This is an optimization exercise on Yosys and OpenROAD, whose aim is small area, a short achievable clock period and few clock cycles per item, not a production implementation.
Only simulation tests tie the RTL to the original design; equivalence was not proved.
Power is estimated from default activity; no workload was simulated.

## flow/design.v (module list and top-level ports; edited modules follow where they fit)
// module fpmul: 5763 lines
// module fpmul64: 21 lines
module fpmul64 (
    input         clk,
    input         rst,
    input         valid,
    input  [63:0] a,
    input  [63:0] b,
    output [63:0] result,
    output [2:0]  fex,
    output        done
);
  // ...
==> flow/flow/run.sh <==
#!/bin/bash
# Own layout flow.
#  1. the standard synthesis (standard.sh synth), unchanged.
#  2. flow/netopt.py: a polarity clean-up of the synthesised netlist. A full adder is self-dual
#     (FA(~a,~b,~c) = ~FA(a,b,c)), so the inverters Yosys's extract_fa leaves between full adders
#     can mostly be removed by letting some adders (and XOR/XNOR gates) work on complemented
#     signals. Registers are not touched.
#  3. the standard ORFS floorplan, placement, CTS and routing (standard.sh finish) on that
#     netlist, with a setup margin so that repair_timing works toward a shorter period than the
#     16 ns clock. The SDC is the design's.
# Each tool's output goes to a log of its own in this folder.
set -euo pipefail
R=orfs/results/${FLOW_PLATFORM}/fpmul64/base
bash standard.sh synth > synth.log 2>&1
cp "$R/1_2_yosys.v" 1_2_yosys.standard.v
python3 flow/netopt.py 1_2_yosys.standard.v 1_2_yosys.netopt.v > netopt.log 2>&1
cp 1_2_yosys.netopt.v "$R/1_2_yosys.v"
rm -f "$R/1_synth.odb"
bash standard.sh SETUP_SLACK_MARGIN=11 finish > pnr.log 2>&1
==> flow/flow/netopt.py <==
#!/usr/bin/env python3
"""Polarity optimisation of a flat Yosys netlist of sky130 cells.

A full adder is self-dual: FA(~a, ~b, ~c) = (~sum, ~cout). Yosys's extract_fa leaves many
inverters between full adders. This pass chooses, for every full adder and every XOR/XNOR gate,
whether it computes its function or its complement, and rebuilds the inverters so that every pin
sees the same logic value as before, with as few inverters as it can.

usage: netopt.py IN.v OUT.v
"""
import re
import sys
import random
from collections import defaultdict

PFX = "sky130_fd_sc_hd__"
OUTPINS = {"X", "Y", "Q", "Q_N", "SUM", "COUT", "HI", "LO"}


def parse(path):
    txt = open(path).read()
    m = re.search(r"^module .*?;\n", txt, re.M | re.S)
    head_end = m.end()
    body = txt[head_end:]
    decls = []
    insts = []
    assigns = []
    pos = 0
    inst_re = re.compile(r"\s*(\S+)\s+(\S+)\s*\((.*?)\);\n", re.S)
    lines = body.split("\n")
    i = 0
    while i < len(lines):
        ln = lines[i]
        s = ln.strip()
        if s.startswith("wire ") or s.startswith("input ") or s.startswith("output ") or s.startswith("reg "):
            decls.append(ln)
            i += 1
        elif s.startswith("assign "):
            assigns.append(ln)
            i += 1
        elif s.startswith(PFX):
            # instance until ");"
            buf = [ln]
            while not lines[i].rstrip().endswith(");"):
                i += 1
                buf.append(lines[i])
            i += 1
            blk = "\n".join(buf)
            mm = re.match(r"\s*(\S+)\s+(\S+)\s*\((.*)\);\s*$", blk, re.S)
            typ, name, pins = mm.group(1), mm.group(2), mm.group(3)
            pd = {}
            for pm in re.finditer(r"\.(\w+)\((.*?)\)\s*(,|$)", pins, re.S):
                pd[pm.group(1)] = pm.group(2).strip()
            insts.append([typ, name, pd])
        elif s == "endmodule" or s == "":
            i += 1
        else:
            raise SystemExit("unparsed line: %r" % ln)
    return txt[:head_end], decls, assigns, insts


def esc(n):
    return n + " " if n.startswith("\\") else n


def kind(typ):
    t = typ[len(PFX):]
    base = t.rsplit("_", 1)[0]
    return base


def main():
    src, dst = sys.argv[1], sys.argv[2]
    head, decls, assigns, insts = parse(src)
    if assigns:
        sys.stderr.write("note: %d assign statements kept as they are\n" % len(assigns))
    drv = {}
    loads = defaultdict(list)
    for idx, (typ, name, pd) in enumerate(insts):
        for p, n in pd.items():
            if p in OUTPINS:
                drv[n] = (idx, p)
            else:
                loads[n].append((idx, p))
    # nets used by assigns or ports are kept as they are (their consumers are fixed)
    fixed_nets = set()
    for a in assigns:
        for tok in re.findall(r"\\\S+ ?(?:\[\d+\])?|[A-Za-z_][\w$]*(?:\s*\[\d+\])?", a):
            fixed_nets.add(tok.strip())
    ports_out = set()
    for d in decls:
        s = d.strip()
        if s.startswith("output"):
            mm = re.match(r"output\s+(\[(\d+):(\d+)\]\s+)?(\S+);", s)
            if mm.group(1):
                for k in range(int(mm.group(3)), int(mm.group(2)) + 1):
                    ports_out.add("%s[%d]" % (mm.group(4), k))
            else:
                ports_out.add(mm.group(4))

    def is_inv(idx):
        return kind(insts[idx][0]) in ("inv", "clkinv")

    def flippable(idx):
        k = kind(insts[idx][0])
        return k in ("fa", "xor2", "xnor2")

    # trace every input pin of every non-inverter cell back through inverter chains
    pins = []  # (cell idx, pin, root net, parity)
    for idx, (typ, name, pd) in enumerate(insts):
        if is_inv(idx):
            continue
        for p, n in pd.items():
            if p in OUTPINS:
                continue
            r, par = n, 0
            seen = 0
            while r in drv and is_inv(drv[r][0]) and seen < 50:
                r = insts[drv[r][0]][2]["A"]
                par ^= 1
                seen += 1
            pins.append((idx, p, r, par))
    # roots whose inverters also feed something we do not rebuild (ports, assigns) stay as they are
    keep_inv = set()
    for n in list(ports_out) + list(fixed_nets):
        r = n
        while r in drv and is_inv(drv[r][0]):
            keep_inv.add(drv[r][0])
            r = insts[drv[r][0]][2]["A"]

    # variables: flip[idx] for flippable cells
    var = {idx: 0 for idx in range(len(insts)) if flippable(idx)}
    # pin needs inverted root iff par ^ flip(consumer if FA input) ^ flip(root driver)
    # xor2/xnor2 inputs are not flipped by flipping the gate (we complement the output instead)
    root_pins = defaultdict(list)
    for k, (idx, p, r, par) in enumerate(pins):
        root_pins[r].append(k)

    def root_flip(r):
        d = drv.get(r)
        if d is None:
            return 0
        return var.get(d[0], 0)

    def pin_flip(idx):
        if kind(insts[idx][0]) == "fa":
            return var[idx]
        return 0

    def need(k):
        idx, p, r, par = pins[k]
        return par ^ pin_flip(idx) ^ root_flip(r)

    def root_cost(r):
        # one inverter per root that some pin needs inverted
        for k in root_pins[r]:
            if need(k):
                return 1
        return 0

    # roots touched by each variable
    touch = defaultdict(set)
    for k, (idx, p, r, par) in enumerate(pins):
        if idx in var and kind(insts[idx][0]) == "fa":
            touch[idx].add(r)
        d = drv.get(r)
        if d is not None and d[0] in var:
            touch[d[0]].add(r)
    for idx in var:
        for p, n in insts[idx][2].items():
            if p in OUTPINS:
                touch[idx].add(n)

    roots = list(root_pins)
    cost = sum(root_cost(r) for r in roots)
    sys.stderr.write("inverters before: %d, rebuilt-count at start: %d\n"
                     % (sum(1 for i in range(len(insts)) if is_inv(i)), cost))
    # parity-consistent start: colour the graph of flippable cells joined by the pins between them
    adj = defaultdict(list)
    for k, (idx, p, r, par) in enumerate(pins):
        d = drv.get(r)
        if d is None or d[0] not in var:
            continue
        if idx in var and kind(insts[idx][0]) == "fa":
            adj[idx].append((d[0], par))
            adj[d[0]].append((idx, par))
    comp = {}
    comps = []
    for s0 in var:
        if s0 in comp or s0 not in adj:
            continue
        cid = len(comps)
        comps.append([s0])
        comp[s0] = cid
        var[s0] = 0
        stack = [s0]
        while stack:
            u = stack.pop()
            for w, par in adj[u]:
                if w not in comp:
                    comp[w] = cid
                    var[w] = var[u] ^ par
                    comps[cid].append(w)
                    stack.append(w)
    cost = sum(root_cost(r) for r in roots)
    sys.stderr.write("after colouring: %d (%d components)\n" % (cost, len(comps)))
    for members in comps:
        rs = set()
        for v in members:
            rs |= touch[v]
        before = sum(root_cost(r) for r in rs)
        for v in members:
            var[v] ^= 1
        after = sum(root_cost(r) for r in rs)
        if after < before:
            cost += after - before
        else:
            for v in members:
                var[v] ^= 1
    sys.stderr.write("after component flips: %d\n" % cost)
    order = list(var)
    rng = random.Random(1)
    for it in range(30):
        improved = 0
        rng.shuffle(order)
        for v in order:
            rs = touch[v]
            before = sum(root_cost(r) for r in rs)
            var[v] ^= 1
            after = sum(root_cost(r) for r in rs)
            if after < before:
                cost += after - before
                if after < before:
                    improved += 1
            else:
                var[v] ^= 1
        sys.stderr.write("pass %d: cost %d, improved %d\n" % (it, cost, improved))
        if improved == 0 and it > 5:
            break

    # rebuild
    new_insts = []
    inv_of = {}
    new_wires = []
    nid = [0]

    def inverted(r):
        if r not in inv_of:
            w = "_npol%d_" % nid[0]
            nid[0] += 1
            new_wires.append("  wire %s;" % w)
            new_insts.append([PFX + "inv_1", "_npolinv%d_" % (nid[0] - 1), {"A": r, "Y": w}])
            inv_of[r] = w
        return inv_of[r]

    for k, (idx, p, r, par) in enumerate(pins):
        insts[idx][2][p] = inverted(r) if need(k) else r
    for idx, v in var.items():
        if not v:
            continue
        typ = insts[idx][0]
        k = kind(typ)
        if k == "xor2":
            insts[idx][0] = typ.replace("xor2", "xnor2")
            pd = insts[idx][2]
            pd["Y"] = pd.pop("X")
        elif k == "xnor2":
            insts[idx][0] = typ.replace("xnor2", "xor2")
            pd = insts[idx][2]
            pd["X"] = pd.pop("Y")
        # fa: inputs already rewired; outputs now carry the complements, which need() accounted for
    # drop inverters that no longer drive anything, keeping those that feed ports/assigns
    used = set()
    for typ, name, pd in insts + new_insts:
        for p, n in pd.items():
            if p not in OUTPINS:
                used.add(n)
    used |= ports_out | fixed_nets
    # iterate: removing an inverter may free its input inverter
    alive = [True] * len(insts)
    changed = True
    while changed:
        changed = False
        used = set()
        for i2, (typ, name, pd) in enumerate(insts):
            if not alive[i2]:
                continue
            for p, n in pd.items():
                if p not in OUTPINS:
                    used.add(n)
        for typ, name, pd in new_insts:
            used.add(pd["A"])
        used |= ports_out | fixed_nets
        for i2 in range(len(insts)):
            if alive[i2] and is_inv(i2) and i2 not in keep_inv and insts[i2][2]["Y"] not in used:
                alive[i2] = False
                changed = True
    out = [head]
    out += decls
    out += new_wires
    for i2, (typ, name, pd) in enumerate(insts):
        if not alive[i2]:
            continue
        out.append("  %s %s (" % (typ, name))
        out.append(",\n".join("    .%s(%s)" % (p, esc(n)) for p, n in pd.items()))
        out.append("  );")
    for typ, name, pd in new_insts:
        out.append("  %s %s (" % (typ, name))
        out.append(",\n".join("    .%s(%s)" % (p, esc(n)) for p, n in pd.items()))
        out.append("  );")
    out += assigns
    out.append("endmodule")
    open(dst, "w").write("\n".join(out) + "\n")
    ninv = sum(1 for i2 in range(len(insts)) if alive[i2] and is_inv(i2)) + len(new_insts)
    sys.stderr.write("inverters after: %d (flipped %d cells)\n" % (ninv, sum(var.values())))


if __name__ == "__main__":
    main()
==> flow/standard.sh <==
#!/bin/bash
# synth_recipe.tcl (not shown) runs the flow's synth.tcl, then flattens the netlist and writes it again
# the make line also repeats each setting of config.mk as NAME=value (left out here)
make -C /OpenROAD-flow-scripts/flow DESIGN_CONFIG=/design/flow/config.mk WORK_HOME=/design/flow/orfs CLKGATE_MAP_FILE= SYNTH_SCRIPT=/design/flow/synth_recipe.tcl "${@:-finish}"
==> flow/config.mk <==
export PLATFORM = sky130hd
export DESIGN_NAME = fpmul64
export DESIGN_NICKNAME = fpmul64
export VERILOG_FILES = /design/flow/design.v
export SDC_FILE = /design/flow/constraint.sdc
export NUM_CORES = 8
export LEC_CHECK = 0
export ABC_AREA = 1
export CAP_MARGIN = 20
export CORE_MARGIN = 2
export CORE_UTILIZATION = 40
export SLEW_MARGIN = 20
==> flow/constraint.sdc <==
create_clock -name core_clock -period 16.0 [get_ports {clk}]
set_input_delay 3.2000 -clock core_clock [delete_from_list [all_inputs] [get_ports {clk}]]
set_output_delay 3.2000 -clock core_clock [all_outputs]
set_load 0.01 [all_outputs]
==> notes.md, run 1 <==
slowest stage delay, CP=0.72 ns; R2R Path Start=u_mul.r1_two[4]; Critical Path RT=16.64 ns; CTS tree=done; NonClk Buf Share=3.95%; delay-heaviest family, CP=adder cells; reg-to-reg slack, setup=10.84 ns; final worst slack=10.84 ns; comb pwr=20.2 mW; Worst Setup SP=u_mul.r1_two[4]; syn_area_per_cell=9.09 sq um; mapped cell area=0.0886 sq mm; worst slew pin tran=1.46 ns; CTS Sinks=859; M1 wire length=142000 um; Crit path arrival time=5.80 ns; count of multi-input gates=7386; Clk pwr share=9.1%; Antenna Nets Post-Route=0; status=complete, no violations; M3 GR Usage=20.7%; Reg with most FFs=u_mul.r2_t; power density cells=273 mW/mm^2; Pwr Total=26.4 mW; Hold Vio Cnt, Final=0; Ant. Diodes=120; PostCTS Resize Cnt=11; DP Wirelength=260000 um; final hold slack=0.322 ns; worst reg2reg path endpoint=u_mul.r2_t[154]; Seq cells=859; post-placement cell count=12233; total global routing overflow=0; Top Consumer=combinational logic; Hold Path End=u_mul.r3_e[5]
Testbench counts, summed over its fixed seeds: cycles 32,032, items 32,000.
==> run 2, diff against run 1 <==
--- a/flow/design.v
+++ b/flow/design.v
@@ -377,28 +377,30 @@
     wire s1_two24 = (Bx[49] & ~Bx[48] & ~Bx[47]) | (~Bx[49] & Bx[48] & Bx[47]);
     wire s1_neg24 = Bx[49];
     wire s1_one25 = Bx[50] ^ Bx[49];
     wire s1_two25 = (Bx[51] & ~Bx[50] & ~Bx[49]) | (~Bx[51] & Bx[50] & Bx[49]);
     wire s1_neg25 = Bx[51];
     wire s1_one26 = Bx[52] ^ Bx[51];
     wire s1_two26 = (Bx[53] & ~Bx[52] & ~Bx[51]) | (~Bx[53] & Bx[52] & Bx[51]);
     wire s1_neg26 = Bx[53];
-    reg [51:0] r1_fa;
+    reg [51:0] r1_fan;
     reg [12:0] r1_e;
     reg r1_spec, r1_nan, r1_inf, r1_sgn;
-    reg [26:0] r1_one, r1_two, r1_neg;
+    reg [26:0] r1_onen, r1_twon, r1_neg;
     always @(posedge clk) begin
-        r1_fa <= s1_fa; r1_e <= s1_e;
+        r1_fan <= ~s1_fa; r1_e <= s1_e;
         r1_spec <= s1_spec; r1_nan <= s1_nan; r1_inf <= s1_inf; r1_sgn <= s1_sgn;
-        r1_one <= {s1_one26, s1_one25, s1_one24, s1_one23, s1_one22, s1_one21, s1_one20, s1_one19, s1_one18, s1_one17, s1_one16, s1_one15, s1_one14, s1_one13, s1_one12, s1_one11, s1_one10, s1_one9, s1_one8, s1_one7, s1_one6, s1_one5, s1_one4, s1_one3, s1_one2, s1_one1, s1_one0};
-        r1_two <= {s1_two26, s1_two25, s1_two24, s1_two23, s1_two22, s1_two21, s1_two20, s1_two19, s1_two18, s1_two17, s1_two16, s1_two15, s1_two14, s1_two13, s1_two12, s1_two11, s1_two10, s1_two9, s1_two8, s1_two7, s1_two6, s1_two5, s1_two4, s1_two3, s1_two2, s1_two1, s1_two0};
+        r1_onen <= ~{s1_one26, s1_one25, s1_one24, s1_one23, s1_one22, s1_one21, s1_one20, s1_one19, s1_one18, s1_one17, s1_one16, s1_one15, s1_one14, s1_one13, s1_one12, s1_one11, s1_one10, s1_one9, s1_one8, s1_one7, s1_one6, s1_one5, s1_one4, s1_one3, s1_one2, s1_one1, s1_one0};
+        r1_twon <= ~{s1_two26, s1_two25, s1_two24, s1_two23, s1_two22, s1_two21, s1_two20, s1_two19, s1_two18, s1_two17, s1_two16, s1_two15, s1_two14, s1_two13, s1_two12, s1_two11, s1_two10, s1_two9, s1_two8, s1_two7, s1_two6, s1_two5, s1_two4, s1_two3, s1_two2, s1_two1, s1_two0};
         r1_neg <= {s1_neg26, s1_neg25, s1_neg24, s1_neg23, s1_neg22, s1_neg21, s1_neg20, s1_neg19, s1_neg18, s1_neg17, s1_neg16, s1_neg15, s1_neg14, s1_neg13, s1_neg12, s1_neg11, s1_neg10, s1_neg9, s1_neg8, s1_neg7, s1_neg6, s1_neg5, s1_neg4, s1_neg3, s1_neg2, s1_neg1, s1_neg0};
     end
-    wire [52:0] A = {1'b1, r1_fa};
+    wire [26:0] r1_one = ~r1_onen;
+    wire [26:0] r1_two = ~r1_twon;
+    wire [52:0] A = {1'b1, ~r1_fan};
     wire pp0_0 = ((r1_one[0] & A[0]) | (r1_two[0] & 1'b0)) ^ r1_neg[0];
     wire pp0_1 = ((r1_one[0] & A[1]) | (r1_two[0] & A[0])) ^ r1_neg[0];
     wire pp0_2 = ((r1_one[0] & A[2]) | (r1_two[0] & A[1])) ^ r1_neg[0];
     wire pp0_3 = ((r1_one[0] & A[3]) | (r1_two[0] & A[2])) ^ r1_neg[0];
     wire pp0_4 = ((r1_one[0] & A[4]) | (r1_two[0] & A[3])) ^ r1_neg[0];
     wire pp0_5 = ((r1_one[0] & A[5]) | (r1_two[0] & A[4])) ^ r1_neg[0];
     wire pp0_6 = ((r1_one[0] & A[6]) | (r1_two[0] & A[5])) ^ r1_neg[0];
     wire pp0_7 = ((r1_one[0] & A[7]) | (r1_two[0] & A[6])) ^ r1_neg[0];
@@ -5710,54 +5712,166 @@
     assign ad_sum[98] = ad_p98_98 ^ ad_g97_0;
     assign ad_sum[99] = ad_p99_99 ^ ad_g98_0;
     assign ad_sum[100] = ad_p100_100 ^ ad_g99_0;
     assign ad_sum[101] = ad_p101_101 ^ ad_g100_0;
     assign ad_sum[102] = ad_p102_102 ^ ad_g101_0;
     assign ad_sum[103] = ad_p103_103 ^ ad_g102_0;
     assign ad_sum[104] = ad_p104_104 ^ ad_g103_0;
     assign ad_sum[105] = ad_p105_105 ^ ad_g104_0;
+    wire zp0 = r2_t[0] ^ r2_t[1];
+    wire zo0 = r2_t[0] | r2_t[1];
+    wire zp1 = r2_t[2] ^ 1'b0;
+    wire zo1 = r2_t[2] | 1'b0;
+    wire zp2 = r2_t[5] ^ t3h0_s;
+    wire zo2 = r2_t[5] | t3h0_s;
+    wire zp3 = t3h0_c ^ t3h1_s;
+    wire zo3 = t3h0_c | t3h1_s;
+    wire zp4 = t3f2_s ^ t3h3_s;
+    wire zo4 = t3f2_s | t3h3_s;
+    wire zp5 = t3f4_s ^ t3h5_s;
+    wire zo5 = t3f4_s | t3h5_s;
+    wire zp6 = t3h5_c ^ t3f7_s;
+    wire zo6 = t3h5_c | t3f7_s;
+    wire zp7 = t3f7_c ^ t3f9_s;
+    wire zo7 = t3f7_c | t3f9_s;
+    wire zp8 = t3f9_c ^ t3f11_s;
+    wire zo8 = t3f9_c | t3f11_s;
+    wire zp9 = t3f11_c ^ t3f13_s;
+    wire zo9 = t3f11_c | t3f13_s;
+    wire zp10 = t3f13_c ^ t3f15_s;
+    wire zo10 = t3f13_c | t3f15_s;
+    wire zp11 = t3f15_c ^ t3f17_s;
+    wire zo11 = t3f15_c | t3f17_s;
+    wire zp12 = t3f17_c ^ t3f19_s;
+    wire zo12 = t3f17_c | t3f19_s;
+    wire zp13 = t3f19_c ^ t3f21_s;
+    wire zo13 = t3f19_c | t3f21_s;
+    wire zp14 = t3f21_c ^ t3f23_s;
+    wire zo14 = t3f21_c | t3f23_s;
+    wire zp15 = t3f23_c ^ t3f25_s;
+    wire zo15 = t3f23_c | t3f25_s;
+    wire zp16 = t3f25_c ^ t3f27_s;
+    wire zo16 = t3f25_c | t3f27_s;
+    wire zp17 = t3f27_c ^ t3f29_s;
+    wire zo17 = t3f27_c | t3f29_s;
+    wire zp18 = t3f29_c ^ t3f31_s;
+    wire zo18 = t3f29_c | t3f31_s;
+    wire zp19 = t3f31_c ^ t3f33_s;
+    wire zo19 = t3f31_c | t3f33_s;
+    wire zp20 = t3f33_c ^ t3f35_s;
+    wire zo20 = t3f33_c | t3f35_s;
+    wire zp21 = t3f35_c ^ t3f37_s;
+    wire zo21 = t3f35_c | t3f37_s;
+    wire zp22 = t3f37_c ^ t3f39_s;
+    wire zo22 = t3f37_c | t3f39_s;
+    wire zp23 = t3f39_c ^ t3f41_s;
+    wire zo23 = t3f39_c | t3f41_s;
+    wire zp24 = t3f41_c ^ t3f43_s;
+    wire zo24 = t3f41_c | t3f43_s;
+    wire zp25 = t3f43_c ^ t3f45_s;
+    wire zo25 = t3f43_c | t3f45_s;
+    wire zp26 = t3f45_c ^ t3f47_s;
+    wire zo26 = t3f45_c | t3f47_s;
+    wire zp27 = t3f47_c ^ t3f49_s;
+    wire zo27 = t3f47_c | t3f49_s;
+    wire zp28 = t3f49_c ^ t3f51_s;
+    wire zo28 = t3f49_c | t3f51_s;
+    wire zp29 = t3f51_c ^ t3f53_s;
+    wire zo29 = t3f51_c | t3f53_s;
+    wire zp30 = t3f53_c ^ t3f55_s;
+    wire zo30 = t3f53_c | t3f55_s;
+    wire zp31 = t3f55_c ^ t3f57_s;
+    wire zo31 = t3f55_c | t3f57_s;
+    wire zp32 = t3f57_c ^ t3f59_s;
+    wire zo32 = t3f57_c | t3f59_s;
+    wire zp33 = t3f59_c ^ t3f61_s;
+    wire zo33 = t3f59_c | t3f61_s;
+    wire zp34 = t3f61_c ^ t3f63_s;
+    wire zo34 = t3f61_c | t3f63_s;
+    wire zp35 = t3f63_c ^ t3f65_s;
+    wire zo35 = t3f63_c | t3f65_s;
+    wire zp36 = t3f65_c ^ t3f67_s;
+    wire zo36 = t3f65_c | t3f67_s;
+    wire zp37 = t3f67_c ^ t3f69_s;
+    wire zo37 = t3f67_c | t3f69_s;
+    wire zp38 = t3f69_c ^ t3f71_s;
+    wire zo38 = t3f69_c | t3f71_s;
+    wire zp39 = t3f71_c ^ t3f73_s;
+    wire zo39 = t3f71_c | t3f73_s;
+    wire zp40 = t3f73_c ^ t3f75_s;
+    wire zo40 = t3f73_c | t3f75_s;
+    wire zp41 = t3f75_c ^ t3f77_s;
+    wire zo41 = t3f75_c | t3f77_s;
+    wire zp42 = t3f77_c ^ t3f79_s;
+    wire zo42 = t3f77_c | t3f79_s;
+    wire zp43 = t3f79_c ^ t3f81_s;
+    wire zo43 = t3f79_c | t3f81_s;
+    wire zp44 = t3f81_c ^ t3f83_s;
+    wire zo44 = t3f81_c | t3f83_s;
+    wire zp45 = t3f83_c ^ t3f85_s;
+    wire zo45 = t3f83_c | t3f85_s;
+    wire zp46 = t3f85_c ^ t3f87_s;
+    wire zo46 = t3f85_c | t3f87_s;
+    wire zp47 = t3f87_c ^ t3f89_s;
+    wire zo47 = t3f87_c | t3f89_s;
+    wire zp48 = t3f89_c ^ t3f91_s;
+    wire zo48 = t3f89_c | t3f91_s;
+    wire zp49 = t3f91_c ^ t3f93_s;
+    wire zo49 = t3f91_c | t3f93_s;
+    wire zp50 = t3f93_c ^ t3f95_s;
+    wire zo50 = t3f93_c | t3f95_s;
+    wire zp51 = t3f95_c ^ t3f97_s;
+    wire zo51 = t3f95_c | t3f97_s;
+    wire z0 = ~((zp0 ^ 1'b0) | (zp1 ^ zo0) | (zp2 ^ zo1) | (zp3 ^ zo2) | (zp4 ^ zo3) | (zp5 ^ zo4) | (zp6 ^ zo5) | (zp7 ^ zo6) | (zp8 ^ zo7) | (zp9 ^ zo8) | (zp10 ^ zo9) | (zp11 ^ zo10) | (zp12 ^ zo11) | (zp13 ^ zo12) | (zp14 ^ zo13) | (zp15 ^ zo14) | (zp16 ^ zo15) | (zp17 ^ zo16) | (zp18 ^ zo17) | (zp19 ^ zo18) | (zp20 ^ zo19) | (zp21 ^ zo20) | (zp22 ^ zo21) | (zp23 ^ zo22) | (zp24 ^ zo23) | (zp25 ^ zo24) | (zp26 ^ zo25) | (zp27 ^ zo26) | (zp28 ^ zo27) | (zp29 ^ zo28) | (zp30 ^ zo29) | (zp31 ^ zo30) | (zp32 ^ zo31) | (zp33 ^ zo32) | (zp34 ^ zo33) | (zp35 ^ zo34) | (zp36 ^ zo35) | (zp37 ^ zo36) | (zp38 ^ zo37) | (zp39 ^ zo38) | (zp40 ^ zo39) | (zp41 ^ zo40) | (zp42 ^ zo41) | (zp43 ^ zo42) | (zp44 ^ zo43) | (zp45 ^ zo44) | (zp46 ^ zo45) | (zp47 ^ zo46) | (zp48 ^ zo47) | (zp49 ^ zo48) | (zp50 ^ zo49) | (zp51 ^ zo50));
+    wire z1 = ~((~zp0 ^ 1'b0 ^ 1'b0) | (~zp1 ^ zo0 ^ ~zp0) | (~zp2 ^ zo1 ^ (~zp1 | zo0)) | (~zp3 ^ zo2 ^ (~zp2 | zo1)) | (~zp4 ^ zo3 ^ (~zp3 | zo2)) | (~zp5 ^ zo4 ^ (~zp4 | zo3)) | (~zp6 ^ zo5 ^ (~zp5 | zo4)) | (~zp7 ^ zo6 ^ (~zp6 | zo5)) | (~zp8 ^ zo7 ^ (~zp7 | zo6)) | (~zp9 ^ zo8 ^ (~zp8 | zo7)) | (~zp10 ^ zo9 ^ (~zp9 | zo8)) | (~zp11 ^ zo10 ^ (~zp10 | zo9)) | (~zp12 ^ zo11 ^ (~zp11 | zo10)) | (~zp13 ^ zo12 ^ (~zp12 | zo11)) | (~zp14 ^ zo13 ^ (~zp13 | zo12)) | (~zp15 ^ zo14 ^ (~zp14 | zo13)) | (~zp16 ^ zo15 ^ (~zp15 | zo14)) | (~zp17 ^ zo16 ^ (~zp16 | zo15)) | (~zp18 ^ zo17 ^ (~zp17 | zo16)) | (~zp19 ^ zo18 ^ (~zp18 | zo17)) | (~zp20 ^ zo19 ^ (~zp19 | zo18)) | (~zp21 ^ zo20 ^ (~zp20 | zo19)) | (~zp22 ^ zo21 ^ (~zp21 | zo20)) | (~zp23 ^ zo22 ^ (~zp22 | zo21)) | (~zp24 ^ zo23 ^ (~zp23 | zo22)) | (~zp25 ^ zo24 ^ (~zp24 | zo23)) | (~zp26 ^ zo25 ^ (~zp25 | zo24)) | (~zp27 ^ zo26 ^ (~zp26 | zo25)) | (~zp28 ^ zo27 ^ (~zp27 | zo26)) | (~zp29 ^ zo28 ^ (~zp28 | zo27)) | (~zp30 ^ zo29 ^ (~zp29 | zo28)) | (~zp31 ^ zo30 ^ (~zp30 | zo29)) | (~zp32 ^ zo31 ^ (~zp31 | zo30)) | (~zp33 ^ zo32 ^ (~zp32 | zo31)) | (~zp34 ^ zo33 ^ (~zp33 | zo32)) | (~zp35 ^ zo34 ^ (~zp34 | zo33)) | (~zp36 ^ zo35 ^ (~zp35 | zo34)) | (~zp37 ^ zo36 ^ (~zp36 | zo35)) | (~zp38 ^ zo37 ^ (~zp37 | zo36)) | (~zp39 ^ zo38 ^ (~zp38 | zo37)) | (~zp40 ^ zo39 ^ (~zp39 | zo38)) | (~zp41 ^ zo40 ^ (~zp40 | zo39)) | (~zp42 ^ zo41 ^ (~zp41 | zo40)) | (~zp43 ^ zo42 ^ (~zp42 | zo41)) | (~zp44 ^ zo43 ^ (~zp43 | zo42)) | (~zp45 ^ zo44 ^ (~zp44 | zo43)) | (~zp46 ^ zo45 ^ (~zp45 | zo44)) | (~zp47 ^ zo46 ^ (~zp46 | zo45)) | (~zp48 ^ zo47 ^ (~zp47 | zo46)) | (~zp49 ^ zo48 ^ (~zp48 | zo47)) | (~zp50 ^ zo49 ^ (~zp49 | zo48)) | (~zp51 ^ zo50 ^ (~zp50 | zo49)));
     wire [105:0] P = ad_sum;
-    wire s3_lo = |P[51:1];
+    wire s3_lo = ~(z0 | z1);
+    wire signed [12:0] s3_e = r2_e;
+    wire [5:0] s3_shsub = 6'd1 - r2_e[5:0];
     reg [53:0] r3_w;
     reg r3_lo, r3_p0;
-    reg [12:0] r3_e;
+    reg [10:0] r3_e;
+    reg [5:0] r3_shsub;
+    reg r3_sub0, r3_sub1, r3_big0, r3_big1, r3_tiny0, r3_tiny1;
     reg r3_spec, r3_nan, r3_inf, r3_sgn;
     always @(posedge clk) begin
         r3_w <= P[105:52]; r3_lo <= s3_lo; r3_p0 <= P[0];
-        r3_e <= r2_e; r3_spec <= r2_spec; r3_nan <= r2_nan; r3_inf <= r2_inf; r3_sgn <= r2_sgn;
+        r3_e <= r2_e[10:0]; r3_shsub <= s3_shsub;
+        r3_sub0 <= (s3_e <= 13'sd0);     r3_sub1 <= (s3_e <= -13'sd1);
+        r3_big0 <= (s3_e >= 13'sd2047);  r3_big1 <= (s3_e >= 13'sd2046);
+        r3_tiny0 <= (s3_e < -13'sd52);   r3_tiny1 <= (s3_e < -13'sd53);
+        r3_spec <= r2_spec; r3_nan <= r2_nan; r3_inf <= r2_inf; r3_sgn <= r2_sgn;
     end
     wire ovf = r3_w[53];
     wire r3_inx = r3_lo | (ovf ? r3_w[0] : r3_p0);
-    wire signed [12:0] e = r3_e;
-    wire signed [12:0] ne = e + {12'd0, ovf};
-    wire big  = ne >= 13'sd2047;
-    wire tiny = ne < -13'sd52;
-    wire subn = ne <= 13'sd0;
-    wire [5:0] shs = 6'd1 - r3_e[5:0];
+    wire big  = ovf ? r3_big1 : r3_big0;
+    wire tiny = ovf ? r3_tiny1 : r3_tiny0;
+    wire subn = ovf ? r3_sub1 : r3_sub0;
+    wire [10:0] ne = r3_e + {10'd0, ovf};
+    wire [5:0] shs = subn ? r3_shsub : {5'd0, ovf};
     wire [53:0] wsh = r3_w >> shs;
-    wire [51:0] mant_n = ovf ? r3_w[52:1] : r3_w[51:0];
-    wire [51:0] mant = subn ? wsh[51:0] : mant_n;
+    wire [51:0] mant = wsh[51:0];
     reg [63:0] s4_res;
     reg [2:0] s4_fex;
     always @(*) begin
         if (r3_spec) begin
             s4_res = {r3_nan ? 1'b0 : r3_sgn, (r3_nan | r3_inf) ? 11'h7ff : 11'h000, r3_nan, 51'd0};
             s4_fex = 3'b000;
         end else if (big) begin
             s4_res = {r3_sgn, 11'h7ff, 52'd0};
             s4_fex = 3'b100;
         end else if (tiny) begin
             s4_res = {r3_sgn, 63'd0};
             s4_fex = 3'b010;
         end else if (subn) begin
             s4_res = {r3_sgn, 11'h000, mant};
             s4_fex = {2'b01, r3_inx};
         end else begin
-            s4_res = {r3_sgn, ne[10:0], mant};
+            s4_res = {r3_sgn, ne, mant};
             s4_fex = {2'b00, r3_inx};
         end
     end
     always @(posedge clk) begin
         result <= s4_res;
         fex <= s4_fex;
     end
 endmodule
==> flow/flow/run.sh (replaced) <==
#!/bin/bash
# Own layout flow.
#  1. the standard synthesis (standard.sh synth), unchanged.
#  2. flow/netopt.py: a clean-up of the synthesised netlist's combinational cells. It removes
#     the buffers ABC inserted (placement buffers nets again where the layout needs it) and most
#     of the inverters Yosys's extract_fa leaves between full adders: a full adder is self-dual
#     (FA(~a,~b,~c) = ~FA(a,b,c)) and an XOR/XNOR gate absorbs an inversion by swapping kind, so
#     some of them can work on complemented signals. Registers are not touched.
#  3. the standard ORFS floorplan, placement, CTS and routing (standard.sh finish) on that
#     netlist, with a setup margin so that repair_timing works toward a shorter period than the
#     16 ns clock (the SDC is the design's), buf_2 cells as the port buffers, and larger
#     clock-tree sink clusters (fewer leaf buffers). flow/grt_post.tcl repairs antennas once more
#     after global routing, with a margin, so detailed routing needs fewer passes.
# Each tool's output goes to a log of its own in this folder.
set -euo pipefail
R=orfs/results/${FLOW_PLATFORM}/fpmul64/base
bash standard.sh synth > synth.log 2>&1
cp "$R/1_2_yosys.v" 1_2_yosys.standard.v
python3 flow/netopt.py 1_2_yosys.standard.v 1_2_yosys.netopt.v > netopt.log 2>&1
cp 1_2_yosys.netopt.v "$R/1_2_yosys.v"
rm -f "$R/1_synth.odb"
bash standard.sh SETUP_SLACK_MARGIN=11.5 CTS_CLUSTER_SIZE=30 CTS_CLUSTER_DIAMETER=100 \
  POST_GLOBAL_ROUTE_TCL=$PWD/flow/grt_post.tcl \
  "BUFFER_PORTS_ARGS=-buffer_cell sky130_fd_sc_hd__buf_2" \
  finish > pnr.log 2>&1
==> flow/flow/grt_post.tcl (new file) <==
repair_antennas -iterations 5 -ratio_margin 20
check_placement -verbose
==> flow/flow/netopt.py (replaced) <==
#!/usr/bin/env python3
"""Polarity clean-up of a flat Yosys netlist of sky130 cells (combinational cells only;
registers are left exactly as they are).

1. Buffers that Yosys/ABC inserted (buf_*, clkbuf_*) are removed: their loads are joined to
   their drivers. The placement flow buffers high-fanout nets again where the layout needs it.
2. A full adder is self-dual, FA(~a,~b,~c) = ~FA(a,b,c), and an XOR/XNOR gate absorbs an
   inverted input or output by swapping XOR and XNOR. The pass chooses, for every full adder
   and XOR/XNOR gate, which polarity it works in, so that as few inverters as possible remain,
   and rebuilds the inverters so that every other pin sees the same logic value as before.
3. A half adder whose two outputs are only wanted complemented becomes xnor2 + nand2.

usage: netopt2.py IN.v OUT.v
"""
import re
import sys
from collections import defaultdict

PFX = "sky130_fd_sc_hd__"
OUTPINS = {"X", "Y", "Q", "Q_N", "SUM", "COUT", "HI", "LO"}


def esc(n):
    return n + " " if n.startswith("\\") else n


def kind(typ):
    return typ[len(PFX):].rsplit("_", 1)[0]


def parse(path):
    txt = open(path).read()
    m = re.search(r"^module .*?;\n", txt, re.M | re.S)
    head = txt[:m.end()]
    lines = txt[m.end():].split("\n")
    decls, assigns, insts = [], [], []
    i = 0
    while i < len(lines):
        ln = lines[i]
        s = ln.strip()
        if s.startswith(("wire ", "input ", "output ", "reg ")):
            decls.append(ln)
            i += 1
        elif s.startswith("assign "):
            assigns.append(ln)
            i += 1
        elif s.startswith(PFX):
            buf = [ln]
            while not lines[i].rstrip().endswith(");"):
                i += 1
                buf.append(lines[i])
            i += 1
            blk = "\n".join(buf)
            mm = re.match(r"\s*(\S+)\s+(\S+)\s*\((.*)\);\s*$", blk, re.S)
            pd = {}
            for pm in re.finditer(r"\.(\w+)\((.*?)\)\s*(,|$)", mm.group(3), re.S):
                pd[pm.group(1)] = pm.group(2).strip()
            insts.append([mm.group(1), mm.group(2), pd])
        elif s in ("endmodule", ""):
            i += 1
        else:
            raise SystemExit("unparsed line: %r" % ln)
    return head, decls, assigns, insts


def main():
    src, dst = sys.argv[1], sys.argv[2]
    head, decls, assigns, insts = parse(src)
    log = sys.stderr

    fixed = set()  # nets that ports or assigns use: keep them exactly as they are
    for a in assigns:
        for tok in re.findall(r"\\\S+|[A-Za-z_][\w$]*(?:\s*\[\d+\])?", a):
            fixed.add(tok.strip())
    for d in decls:
        s = d.strip()
        if s.startswith(("output", "input")):
            mm = re.match(r"(?:output|input)\s+(\[(\d+):(\d+)\]\s+)?(\S+);", s)
            if mm.group(1):
                for k in range(int(mm.group(3)), int(mm.group(2)) + 1):
                    fixed.add("%s[%d]" % (mm.group(4), k))
            else:
                fixed.add(mm.group(4))

    # ---- 1. remove buffers
    alias = {}
    keep = []
    nbuf = 0
    for typ, name, pd in insts:
        if kind(typ) in ("buf", "clkbuf") and pd.get("X") not in fixed:
            alias[pd["X"]] = pd["A"]
            nbuf += 1
        else:
            keep.append([typ, name, pd])

    def res(n):
        seen = 0
        while n in alias and seen < 100:
            n = alias[n]
            seen += 1
        return n

    for typ, name, pd in keep:
        for p in pd:
            if p not in OUTPINS:
                pd[p] = res(pd[p])
    insts = keep
    log.write("buffers removed: %d\n" % nbuf)

    drv = {}
    for idx, (typ, name, pd) in enumerate(insts):
        for p, n in pd.items():
            if p in OUTPINS:
                drv[n] = (idx, p)

    def is_inv(idx):
        return kind(insts[idx][0]) in ("inv", "clkinv")

    def is_xor(idx):
        return kind(insts[idx][0]) in ("xor2", "xnor2")

    def is_fa(idx):
        return kind(insts[idx][0]) == "fa"

    # every input pin of every non-inverter cell, traced back through inverters to its root
    pins = []
    for idx, (typ, name, pd) in enumerate(insts):
        if is_inv(idx):
            continue
        for p, n in pd.items():
            if p in OUTPINS:
                continue
            r, par, seen = n, 0, 0
            while r in drv and is_inv(drv[r][0]) and seen < 50:
                r = insts[drv[r][0]][2]["A"]
                par ^= 1
                seen += 1
            pins.append([idx, p, r, par])
    keep_inv = set()
    for n in fixed:
        r = n
        while r in drv and is_inv(drv[r][0]):
            keep_inv.add(drv[r][0])
            r = insts[drv[r][0]][2]["A"]

    var = {}
    for idx in range(len(insts)):
        if is_fa(idx) or is_xor(idx):
            outs = [n for p, n in insts[idx][2].items() if p in OUTPINS]
            if not any(n in fixed for n in outs):
                var[idx] = 0
    root_pins = defaultdict(list)
    for k, (idx, p, r, par) in enumerate(pins):
        root_pins[r].append(k)

    def root_flip(r):
        d = drv.get(r)
        return var.get(d[0], 0) if d else 0

    def need(k):
        idx, p, r, par = pins[k]
        if idx in var and is_xor(idx):
            return 0  # absorbed by the gate type
        f = var[idx] if (idx in var and is_fa(idx)) else 0
        return par ^ f ^ root_flip(r)

    def root_cost(r):
        for k in root_pins[r]:
            if need(k):
                return 1
        return 0

    touch = defaultdict(set)
    for k, (idx, p, r, par) in enumerate(pins):
        if idx in var and is_fa(idx):
            touch[idx].add(r)
        d = drv.get(r)
        if d and d[0] in var:
            touch[d[0]].add(r)

    roots = list(root_pins)
    ninv0 = sum(1 for i in range(len(insts)) if is_inv(i))
    cost = sum(root_cost(r) for r in roots)
    log.write("inverters before: %d, rebuilt at start: %d\n" % (ninv0, cost))

    # parity-consistent start over the graph of full adders (xor gates are free)
    adj = defaultdict(list)
    for k, (idx, p, r, par) in enumerate(pins):
        d = drv.get(r)
        if d is None or d[0] not in var or not (idx in var and is_fa(idx)):
            continue
        adj[idx].append((d[0], par))
        adj[d[0]].append((idx, par))
    comp = {}
    comps = []
    for s0 in var:
        if s0 in comp or s0 not in adj:
            continue
        cid = len(comps)
        comps.append([s0])
        comp[s0] = cid
        var[s0] = 0
        stack = [s0]
        while stack:
            u = stack.pop()
            for w, par in adj[u]:
                if w not in comp:
                    comp[w] = cid
                    var[w] = var[u] ^ par
                    comps[cid].append(w)
                    stack.append(w)
    cost = sum(root_cost(r) for r in roots)
    log.write("after colouring: %d (%d components)\n" % (cost, len(comps)))
    for members in comps:
        rs = set()
        for v in members:
            rs |= touch[v]
        before = sum(root_cost(r) for r in rs)
        for v in members:
            var[v] ^= 1
        after = sum(root_cost(r) for r in rs)
        if after < before:
            cost += after - before
        else:
            for v in members:
                var[v] ^= 1
    for it in range(20):
        improved = 0
        for v in list(var):
            rs = touch[v]
            before = sum(root_cost(r) for r in rs)
            var[v] ^= 1
            after = sum(root_cost(r) for r in rs)
            if after < before:
                cost += after - before
                improved += 1
            else:
                var[v] ^= 1
        log.write("pass %d: cost %d, improved %d\n" % (it, cost, improved))
        if improved == 0:
            break

    # ---- rebuild
    new_insts = []
    new_wires = []
    inv_of = {}

    def inverted(r):
        if r not in inv_of:
            w = "_npol%d_" % len(inv_of)
            new_wires.append("  wire %s;" % w)
            new_insts.append([PFX + "inv_1", "_npolinv%d_" % len(inv_of), {"A": r, "Y": w}])
            inv_of[r] = w
        return inv_of[r]

    # half adders whose outputs every consumer wants complemented -> xnor2 + nand2
    ha_pairs = []
    for idx in range(len(insts)):
        if kind(insts[idx][0]) != "ha":
            continue
        pd = insts[idx][2]
        so, co = pd.get("SUM"), pd.get("COUT")
        ks, kc = root_pins.get(so, []), root_pins.get(co, [])
        if not ks or not kc or so in fixed or co in fixed:
            continue
        if all(need(k) for k in ks) and all(need(k) for k in kc):
            insts[idx] = [PFX + "xnor2_1", insts[idx][1], {"A": pd["A"], "B": pd["B"], "Y": so}]
            ha_pairs.append((idx, len(new_insts)))
            new_insts.append([PFX + "nand2_1", insts[idx][1] + "_nc", {"A": pd["A"], "B": pd["B"], "Y": co}])
            for k in ks + kc:
                pins[k][3] ^= 1
    log.write("half adders turned into xnor2+nand2: %d\n" % len(ha_pairs))

    # xor gates: inputs go straight to their roots; the gate type absorbs every inversion
    xor_par = defaultdict(int)
    for k, (idx, p, r, par) in enumerate(pins):
        if idx in var and is_xor(idx):
            xor_par[idx] ^= par ^ root_flip(r)
    for k, (idx, p, r, par) in enumerate(pins):
        if idx in var and is_xor(idx):
            insts[idx][2][p] = r
        else:
            insts[idx][2][p] = inverted(r) if need(k) else r
    for idx, j in ha_pairs:
        new_insts[j][2]["A"] = insts[idx][2]["A"]
        new_insts[j][2]["B"] = insts[idx][2]["B"]
    for idx, v in var.items():
        if not is_xor(idx):
            continue
        typ = insts[idx][0]
        pd = insts[idx][2]
        is_xnor = kind(typ) == "xnor2"
        want_xnor = is_xnor ^ v ^ xor_par[idx]
        out = pd.pop("X") if "X" in pd else pd.pop("Y")
        size = typ.rsplit("_", 1)[1]
        if want_xnor:
            insts[idx][0] = PFX + "xnor2_" + size
            pd["Y"] = out
        else:
            insts[idx][0] = PFX + "xor2_" + size
            pd["X"] = out

    # drop inverters that no longer drive anything
    alive = [True] * len(insts)
    changed = True
    while changed:
        changed = False
        used = set(fixed)
        for i2, (typ, name, pd) in enumerate(insts):
            if alive[i2]:
                for p, n in pd.items():
                    if p not in OUTPINS:
                        used.add(n)
        for typ, name, pd in new_insts:
            for p, n in pd.items():
                if p not in OUTPINS:
                    used.add(n)
        for i2 in range(len(insts)):
            if alive[i2] and is_inv(i2) and i2 not in keep_inv and insts[i2][2]["Y"] not in used:
                alive[i2] = False
                changed = True

    out = [head] + decls + new_wires
    for i2, (typ, name, pd) in enumerate(insts):
        if alive[i2]:
            out.append("  %s %s (" % (typ, name))
            out.append(",\n".join("    .%s(%s)" % (p, esc(n)) for p, n in pd.items()))
            out.append("  );")
    for typ, name, pd in new_insts:
        out.append("  %s %s (" % (typ, name))
        out.append(",\n".join("    .%s(%s)" % (p, esc(n)) for p, n in pd.items()))
        out.append("  );")
    out += assigns
    out.append("endmodule")
    open(dst, "w").write("\n".join(out) + "\n")
    ninv = sum(1 for i2 in range(len(insts)) if alive[i2] and is_inv(i2)) + len(inv_of)
    log.write("inverters after: %d\n" % ninv)


if __name__ == "__main__":
    main()
==> run 2 against run 1 <==
Net effect: now fails the layout checks on capacitance limit, slew limit; register-to-register slack gained 0.58 ns; synthesized cell count shrank 11%; flip-flop and latch count grew 9; sequential power grew 4%; final cell count shrank 4.5%; setup slack gained 0.58 ns; total power shrank 1.7%; critical path type unchanged.
==> notes.md, run 2 <==
status=finished with violations; SO Faults=capacitance limit, slew limit; Buf+Inv Stages, Crit Path=1; CTS max path bufs=3; Critical Path RT=16.67 ns (+0.03 ns); Startpoint Class=register; Seq pwr share=15.0%; htree depth=2; Area growth syn-to-layout=11.2%; full die area=0.215 sq mm; Slew headroom=-13.6%; CTS Sinks=868 (+1.0%); layout cells sized above 1=8.15%; worst vdd rail ir drop=286 uV; Tmin final=4.57 ns; Sw Pwr=13.9 mW; routability cong.=1.02; Comb pwr share=78.2%; DP Wirelength=231000 um (-11%); DRT Pass-1 Iters=14; total global routing overflow=0 (unchanged); Peak Freq=219 MHz; Hold Crit Class=reg -> reg; power density cells=275 mW/mm^2 (+0.79%); CP cell instances=buf_6 > o22ai_1 > xor2_1 > fa_1 > fa_1 > fa_1 > fa_1 > fa_1 > fa_1; CTS tree=done; final hold slack=0.325 ns (+0.00327 ns); Crit path arrival time=5.25 ns (-0.55 ns); largest net degree at the start of global routing=96; delay-heaviest family, CP=adder cells; net count after synthesis=10438; number of global-route vias before repair=80998; first-pass GRT wire length=545000 um; Pleak=39.5 nW; clock-pin slew on the worst setup and hold paths=0.11 ns; most frequent cells in the layout=1418 x xor2_1, 1379 x o22ai_1, 1333 x fa_1, 1180 x nand2_1, 721 x dfxtp_1; Setup TNS=0 ns; max-slew violations=27; max cap viols=2; # rows=168; Via density=6.62; post-placement cell count=11828 (-3.3%); CTS Hold Bufs=0; total global routing track utilization=34.0%; cell mode on critical path=fa_1; Avg WL per Cell=31.5 um; Core Util, Final=44.9%; Die Y=464 um; Antenna Nets Post-Route=0 (unchanged); worst slew pin tran=1.70 ns (+0.237 ns); switching share of power=53.8%; slowest stage delay, CP=0.59 ns (-0.13 ns); mapped cell area=0.0847 sq mm (-4.5%); core area=0.210 sq mm; post-CTS setup buffers=4; DRT Wirelength=378000 um; drc violations=0; Clk pwr share=6.8% (-2.3 points); CTS Buf Count=55; Int Pwr=12.0 mW; Starting Density=40.3%; CP max stage cell=buf_6; Layout Cells excl Fill=11998; commonest non-fill, non-tap cell in the layout=xor2_1; Pwr Total=25.9 mW (-1.7%); clock skew=0.0860 ns; Clk Latency, worst-skew pair=0.82 ns; Largest register FFs=407; CTS root buf=clkbuf_16; Place WS=10.87 ns; Final period util=28.6%; Reg with most FFs=u_mul.r2_t; Syn. warnings=1; Final Cell Area=0.0942 sq mm; Hold Vio Cnt, Final=0 (unchanged); PostCTS Resize Cnt=87 (+76); initial antenna violation count=19; syn_area_per_cell=9.78 sq um (+7.5%); final worst slack=11.43 ns (+0.583 ns); Cells after Synth=8660; via count=79395; placed cell area=0.0907 sq mm; IO buf count=198; # IOs=199; crit end category=register; nets@finish=10874; crit path max fanout=42; setup violators final=0; drt initial violations=12905; Die W=464 um; Crit Path Category=reg -> reg
[run 2: cell types whose count changed in the layout (fill, tap and decap cells not counted), sizes merged, moves of 25 or more]
cell / change
o21ai: -39
diode: -69
nand2: -33
a21oi: -43
buf: +137
clkinv: -61
clkbuf: -66
xnor2: -980
xor2: +989
ha: +72
clkdlybuf4s50: -198
nand3: -67
fa: -25
or2: -25
[run 2: cell type report]
type,count,area (sq um)
antenna,51,128
clock buffer,59,1390
clock inverter,44,862
fill,20075,116000
inverter,535,2010
multi-input combinational,7257,65400
sequential,868,17800
tap,2805,3510
timing repair buffer,378,3100
timing repair inverter,1,7.51
[run 2: layer usage]
| layer | wire [um] | track usage [%] | vias up | share of wire, % |
|---|---|---|---|---|
| met3 | 63500 | 17.7 | 2650 | 17 |
| met5 | 942 | 3.34 | - | 0.25 |
| met4 | 31900 | 19.4 | 37 | 8.4 |
| met2 | 148000 | 47.8 | 7623 | 39 |
| li1 | - | - | 31171 | - |
| met1 | 134000 | 41.2 | 37914 | 35 |
[run 2: path summary, 6_finish.rpt]
check	startpoint	end	slack (ns)	cells past startpoint
hold reg to reg	u_mul.r1_nan	u_mul.r2_nan	0.33	0
setup / recovery	u_mul.r1_fan[21]	u_mul.r2_t[210]	11.43	9
min in group asynchronous	rst	u_mul.r2_v	2.32	2
setup reg to reg	u_mul.r1_fan[21]	u_mul.r2_t[210]	11.43	9
hold / removal	u_mul.r1_nan	u_mul.r2_nan	0.33	0
max in group asynchronous	rst	u_mul.done	13.53	2
[run 2: power groups by stage]
| stage | sequential [mW] | clock (mW) | combinational [mW] |
|---|---|---|---|
| floorplan | 3.84 | 0 | 11.8 |
| global placement | 3.86 | 0 | 19.0 |
| detailed placement | 3.89 | 0 | 19.3 |
| CTS | 3.84 | 1.80 | 19.5 |
| finish | 3.88 | 1.77 | 20.3 |
Testbench counts of run 2, summed over its fixed seeds: cycles 32,032, items 32,000.

re-timing with driven ports:
How much do the figures lean on ideal ports? The routed layouts below were timed once more, with nothing changed but the port constraints. Step 1 sets driving cells, clkbuf_16 on the clock port and buf_2 on the other inputs (assumed; they add their load-dependent delay and slew). Step 2 also shifts input and output timing later by t, the mid clock arrival at the registers, as if the neighbouring blocks saw the same clock. Three values: no drivers, after step 1, after step 2; two values: the first two.
| run | shift t [ns] | setup slack, ns | worst register clock-pin slew, ns | cell pins on the clock port's net |
|---|---|---|---|---|
| run 1 | 0.878 | 10.843 / 10.843 / 10.522 | 0.07 / 0.07 | 1 |
| run 2 | 0.880 | 11.425 / 11.374 / 10.968 | 0.11 / 0.11 | 1 |
The setup slack of run 2, which loses most, moves by -0.051 ns with the drivers and by -0.457 ns with both steps.
